Context: an optimization exercise on an open-source flow, tuned for small area and few clock cycles. The choices shown serve that exercise and are no tape-out recipe.
Function was checked by simulation only, so behaviour that the tests miss may differ from the original.
Power is estimated from default activity; no workload was simulated.

wip/maple:
==> flow/design.v (excerpt) <==
module mips_top(
    input         clk,
    input         reset,
    output [31:0] imem_addr,
    input  [31:0] imem_data,
    output [31:0] dmem_addr,
    output [31:0] dmem_wdata,
    output        dmem_we,
    input  [31:0] dmem_rdata
    );
	wire [31:0] inst = imem_data;
	reg  [31:2] pc;
	reg  [31:0] rf [0:15];
	wire [511:0] q;
	genvar gi;
	generate
		for (gi = 0; gi < 16; gi = gi + 1) begin : rfq
			assign q[32*gi +: 32] = rf[gi];
		end
	endgenerate
	wire [31:0] a, b;
	rf_read rda(.sel(inst[24:21]), .q(q), .y(a));
	rf_read rdb(.sel(inst[19:16]), .q(q), .y(b));
	wire [31:0] wd;
	wire [15:0] wen;
	wire [31:0] addr;
	wire        eq;
	exec ex(.reset(reset), .inst(inst), .a(a), .b(b), .rdata(dmem_rdata),
		.addr(addr), .eq(eq), .wd(wd), .wen(wen));
	integer k;
	always @(posedge clk)
		for (k = 0; k < 16; k = k + 1)
			if (wen[k]) begin
				rf[k][31:4] <= wd[31:4];
				rf[k][3:0]  <= wd[3:0] | ({4{reset}} & k[3:0]);
			end
	wire [29:0] pcn;
  ...
Settings: LEC_CHECK=0, CAP_MARGIN=20, CORE_MARGIN=2, CORE_UTILIZATION=48, CTS_BUF_LIST=sky130_fd_sc_hd__clkbuf_8, CTS_CLUSTER_SIZE=24, GPL_TIMING_DRIVEN=0, PLACE_DENSITY=0.62, SLEW_MARGIN=20, SYNTH_HIERARCHICAL=1; clock period 8.0 ns.
standard.sh (not shown) runs the stock make flow with config.mk's settings and CLKGATE_MAP_FILE= SYNTH_SCRIPT=/design/flow/synth_recipe.tcl, a recipe that flattens the netlist after the stock synthesis.
==> flow/flow/run.sh <==
#!/bin/bash
# The standard layout, with one change: the port buffers are buf_2 cells
# (the standard flow picks a slow delay cell).
set -euo pipefail
export BUFFER_PORTS_ARGS="-buffer_cell sky130_fd_sc_hd__buf_2"
bash standard.sh > standard.log 2>&1
wip/maple completed end to end with timing, DRC and antenna clean.
Testbench counts of wip/maple, summed over its fixed seeds: cycles 74,808.
The following lists how wip/pepper was set up differently from wip/maple:
==> flow/flow/run.sh <==
#!/bin/bash
# The standard layout, with one change: the port buffers are buf_1 cells
# (the standard flow picks a slow delay cell).
set -euo pipefail
export BUFFER_PORTS_ARGS="-buffer_cell sky130_fd_sc_hd__buf_1"
bash standard.sh > standard.log 2>&1
diff --git a/flow/config.mk b/flow/config.mk
--- a/flow/config.mk
+++ b/flow/config.mk
@@ -9,5 +9,6 @@
 export CORE_MARGIN = 2
 export CORE_UTILIZATION = 48
-export CTS_BUF_LIST = sky130_fd_sc_hd__clkbuf_8
+export CTS_BUF_LIST = sky130_fd_sc_hd__clkbuf_16
+export CTS_CLUSTER_DIAMETER = 60
 export CTS_CLUSTER_SIZE = 24
 export GPL_TIMING_DRIVEN = 0
Results
- Detailed-route wire length was higher in the run labelled wip/maple.
- Comparing wip/pepper and wip/maple, the lower overall routing resource usage was measured on wip/pepper.
- Required time at the endpoint of the critical path delta (wip/pepper -> wip/maple): insignificant
- wip/pepper vs. wip/maple: count of antenna diodes in the layout decreased 1; slack of the critical path increased 0.028 ns; cell area after placement decreased about 0.7%.
diff inputs: wip/pepper => wip/lagoon
==> flow/flow/run.sh <==
#!/bin/bash
# The standard layout, with two changes: the port buffers are buf_2 cells
# (the standard flow picks a slow delay cell).
set -euo pipefail
export BUFFER_PORTS_ARGS="-buffer_cell sky130_fd_sc_hd__buf_2"
bash standard.sh > standard.log 2>&1
diff --git a/flow/config.mk b/flow/config.mk
--- a/flow/config.mk
+++ b/flow/config.mk
@@ -9,6 +9,5 @@
 export CORE_MARGIN = 2
 export CORE_UTILIZATION = 48
-export CTS_BUF_LIST = sky130_fd_sc_hd__clkbuf_16
-export CTS_CLUSTER_DIAMETER = 60
+export CTS_BUF_LIST = sky130_fd_sc_hd__clkbuf_8
 export CTS_CLUSTER_SIZE = 24
 export GPL_TIMING_DRIVEN = 0
- Relative to wip/pepper, the total power of wip/lagoon is higher by 2.4%.
- [compare] base=wip/pepper new=wip/lagoon: clock skew -0.0052 ns, longest individual stage delay on the worst path went down by 0.14 ns, clock insertion delay at the later pin of the skew report rose by 0.09 ns, highest achievable clock rate decreased by 0.45 MHz relative to the old numbers, number of buffers outside the clock class in the layout increased 0.56%.
- Global-route met2 utilization: wip/lagoon vs wip/pepper up 0.29 points
- Via count of the first global-routing pass in wip/lagoon vs wip/pepper: up 2.1%
- wip/lagoon leaves less setup margin than wip/pepper.

-- re-timing with driven ports --
The results above use ideal ports. As a check the final layouts listed here were re-extracted and re-timed, cells and wires unchanged.
Step 1 (the two cells are an assumption about what drives the block):
set clk [get_ports {clk}]
set_driving_cell -lib_cell sky130_fd_sc_hd__clkbuf_16 $clk
set_driving_cell -lib_cell sky130_fd_sc_hd__buf_2 [delete_from_list [all_inputs] $clk]
Step 2 moves the port delays by t, midway between the first and last clock arrival at a register: inputs arrive t later, outputs are due t later. That takes back most of the time a late clock gives input paths.
Three values: ideal ports, drivers, drivers and shift; two values: the first two.
| run | shift t [ns] | setup slack, ns | hold WS [ns] | clock arrival spread, ns | worst data-port slew with drivers (ns) |
|---|---|---|---|---|---|
| wip/maple | 0.724 | 0.169 / 0.147 / 0.147 | 0.563 / 0.563 / 0.563 | 0.034 / 0.035 | 0.07 |
| wip/pepper | 0.650 | 0.197 / 0.166 / 0.166 | 0.571 / 0.571 / 0.571 | 0.039 / 0.040 | 0.06 |
| wip/lagoon | 0.724 | 0.169 / 0.147 / 0.147 | 0.563 / 0.563 / 0.563 | 0.034 / 0.035 | 0.07 |
After both steps setup and hold are still met in every run listed. For wip/pepper, which loses most, drivers alone change the setup slack by -0.031 ns; drivers and shift together by -0.031 ns.
